Context: an optimization exercise on an open-source flow, tuned for small area. The choices shown serve that exercise and are no tape-out recipe.
In this exercise RTL edits were held to simulation tests only and were not proved equivalent to the original.

// CORDIC_Rotation_top
module CORDIC_Rotation_top #(
        parameter DATA_WIDTH = 16,
        parameter CORDIC_WIDTH = 22,
        parameter ANGLE_WIDTH = 16,
        parameter CORDIC_STAGES = 16
    ) (
        input clk,
        input nreset,
        input enable_in,
        input angle_microRot_n,
        input signed [DATA_WIDTH-1:0] x_in,
        input signed [DATA_WIDTH-1:0] y_in,
        input signed [ANGLE_WIDTH-1:0] angle_in,
        input [CORDIC_STAGES-1:0] microRot_dir_in,
        input microRot_vld,
        input [1:0] quad_in,
        output signed [DATA_WIDTH-1:0] x_out,
        output signed [DATA_WIDTH-1:0] y_out,
        output output_valid_o,
        output rot_active_o
    );
Size: roughly 3400 cells after synthesis, ~850 flip-flops, roughly 110 I/O pins, roughly 0.045 mm^2 of cells after synthesis.
==> module addsub_sh, before the edit <==
module addsub_sh #(
        parameter W = 22,
        parameter M = 21,
        parameter L = 0
    ) (
        input  [W-1:0] a,
        input  [W-1:0] t,
        input          d,
        output [W-1:0] s
    );
    wire [W-1:0] b = t ^ {W{d}};
    wire [W:0] c;
    assign s[0] = a[0] ^ t[0];
    assign c[1] = d ? (a[0] | ~t[0]) : (a[0] & t[0]);
    genvar j;
    generate
        for (j = 1; j < W; j = j + 1) begin : bitj
            wire cj;
            if (L > 0 && j == M + L) begin : skip
                wire e = b[M];
                assign cj = ~(e ? (~c[M] & ~(|a[M+L-1:M])) : (~c[M] | ~(&a[M+L-1:M])));
            end else begin : rip
                assign cj = c[j];
            end
            assign s[j]   = a[j] ^ b[j] ^ cj;
            assign c[j+1] = (a[j] & b[j]) | (cj & (a[j] ^ b[j]));
        end
    endgenerate
endmodule
==> module rot_block, before the edit <==
module rot_block #(
        parameter W  = 22,
        parameter SH = 1,
        parameter LO = 0
    ) (
        input  [W-1:0] x_in,
        input  [W-1:0] y_in,
        input          dir,
        output [W-1:0] x_out,
        output [W-1:0] y_out
    );
    wire [W-1:0] ysh = {{SH{y_in[W-1]}}, y_in[W-1:SH]};
    wire [W-1:0] xsh = {{SH{x_in[W-1]}}, x_in[W-1:SH]};
    localparam M = W - 1 - SH - LO;              
    localparam R = SH + 1;                       
    localparam L = (R >= 3) ? (R + 1) / 2 : 0;   
    wire [W-1:LO] xa, ya;
    addsub_sh #(.W(W-LO), .M(M), .L(L)) ax (.a(x_in[W-1:LO]), .t(ysh[W-1:LO]), .d(dir),  .s(xa));
    addsub_sh #(.W(W-LO), .M(M), .L(L)) ay (.a(y_in[W-1:LO]), .t(xsh[W-1:LO]), .d(~dir), .s(ya));
    generate
        if (LO > 0) begin : pad
            assign x_out = {xa, {LO{1'b0}}};
            assign y_out = {ya, {LO{1'b0}}};
        end else begin : nopad
            assign x_out = xa;
            assign y_out = ya;
        end
    endgenerate
endmodule
clock: 10.0 ns
lec_check: 0
cap_margin: 20
core_margin: 2
core_utilization: 60
cts_buf_list: sky130_fd_sc_hd__clkbuf_8
cts_cluster_diameter: 70
cts_cluster_size: 16
place_density: 0.75
slew_margin: 20
run.sh (not shown) runs the stock make flow with config.mk's settings and CLKGATE_MAP_FILE= SYNTH_SCRIPT=/design/flow/synth_recipe.tcl, a recipe that flattens the netlist after the stock synthesis.
The starting point finished with timing, DRC and antenna clean.
Then changed:
--- a/flow/design.v
+++ b/flow/design.v
@@ -21,41 +21,12 @@
         for (j = 0; j < W; j = j + 1) begin : bitj
             assign s[j]   = a[j] ^ b[j] ^ c[j];
             assign c[j+1] = (a[j] & b[j]) | (c[j] & (a[j] ^ b[j]));
         end
     endgenerate
 endmodule
-module addsub_sh #(
-        parameter W = 22,
-        parameter M = 21,
-        parameter L = 0
-    ) (
-        input  [W-1:0] a,
-        input  [W-1:0] t,
-        input          d,
-        output [W-1:0] s
-    );
-    wire [W-1:0] b = t ^ {W{d}};
-    wire [W:0] c;
-    assign s[0] = a[0] ^ t[0];
-    assign c[1] = d ? (a[0] | ~t[0]) : (a[0] & t[0]);
-    genvar j;
-    generate
-        for (j = 1; j < W; j = j + 1) begin : bitj
-            wire cj;
-            if (L > 0 && j == M + L) begin : skip
-                wire e = b[M];
-                assign cj = ~(e ? (~c[M] & ~(|a[M+L-1:M])) : (~c[M] | ~(&a[M+L-1:M])));
-            end else begin : rip
-                assign cj = c[j];
-            end
-            assign s[j]   = a[j] ^ b[j] ^ cj;
-            assign c[j+1] = (a[j] & b[j]) | (cj & (a[j] ^ b[j]));
-        end
-    endgenerate
-endmodule
 module micro_rot_gen (
         input         clk,
         input  [13:0] r0,
         input  [15:1] am,
         input  [15:1] dir_in,
         output [15:1] dirs
@@ -109,18 +80,15 @@
         input          dir,
         output [W-1:0] x_out,
         output [W-1:0] y_out
     );
     wire [W-1:0] ysh = {{SH{y_in[W-1]}}, y_in[W-1:SH]};
     wire [W-1:0] xsh = {{SH{x_in[W-1]}}, x_in[W-1:SH]};
-    localparam M = W - 1 - SH - LO;              
-    localparam R = SH + 1;                       
-    localparam L = (R >= 3) ? (R + 1) / 2 : 0;   
     wire [W-1:LO] xa, ya;
-    addsub_sh #(.W(W-LO), .M(M), .L(L)) ax (.a(x_in[W-1:LO]), .t(ysh[W-1:LO]), .d(dir),  .s(xa));
-    addsub_sh #(.W(W-LO), .M(M), .L(L)) ay (.a(y_in[W-1:LO]), .t(xsh[W-1:LO]), .d(~dir), .s(ya));
+    ip_upscale #(.W(W-LO)) ax (.a(x_in[W-1:LO]), .b(ysh[W-1:LO] ^ {(W-LO){dir}}),  .ci(dir),  .s(xa));
+    ip_upscale #(.W(W-LO)) ay (.a(y_in[W-1:LO]), .b(xsh[W-1:LO] ^ {(W-LO){~dir}}), .ci(~dir), .s(ya));
     generate
         if (LO > 0) begin : pad
             assign x_out = {xa, {LO{1'b0}}};
             assign y_out = {ya, {LO{1'b0}}};
         end else begin : nopad
             assign x_out = xa;
=> The new run produced a clean layout; final cell count falls by a few percent; critical path depth increases by 2; worst setup slack is worse by 0.17 ns; register-to-register slack loses 0.42 ns; utilization came out higher by 2.7 points; routed wire length rose by a few percent; non-clock buffer count goes up by 53; synthesized area goes down slightly; count of clock-buffer cells in the layout fell by 3.

-- afterwards: timing with drivers on the ports --
Ports are ideal in the flow. The routed layouts listed here were re-timed in OpenROAD. Step 1: set_driving_cell puts a clkbuf_16 on clk and a buf_2 on each other input, an assumption about the parent block. Step 2 moves the port delays by t, midway between the first and last clock arrival at a register: inputs arrive t later, outputs are due t later. That takes back most of the time a late clock gives input paths. Three values: ideal ports, drivers, drivers and shift; two values: the first two.
run | shift t [ns] | setup slack, ns | hold WS [ns] | worst register clock-pin slew, ns
the first run | 0.730 | 0.286 / 0.325 / -0.406 | 0.329 / 0.329 / 0.329 | 0.10 / 0.10
the second run | 0.736 | 0.118 / 0.149 / -0.587 | 0.330 / 0.330 / 0.330 | 0.10 / 0.10
With both steps, setup timing fails in the first run and the second run, where it was met with ideal ports. For the second run, which loses most, drivers alone change the setup slack by +0.031 ns; drivers and shift together by -0.705 ns.
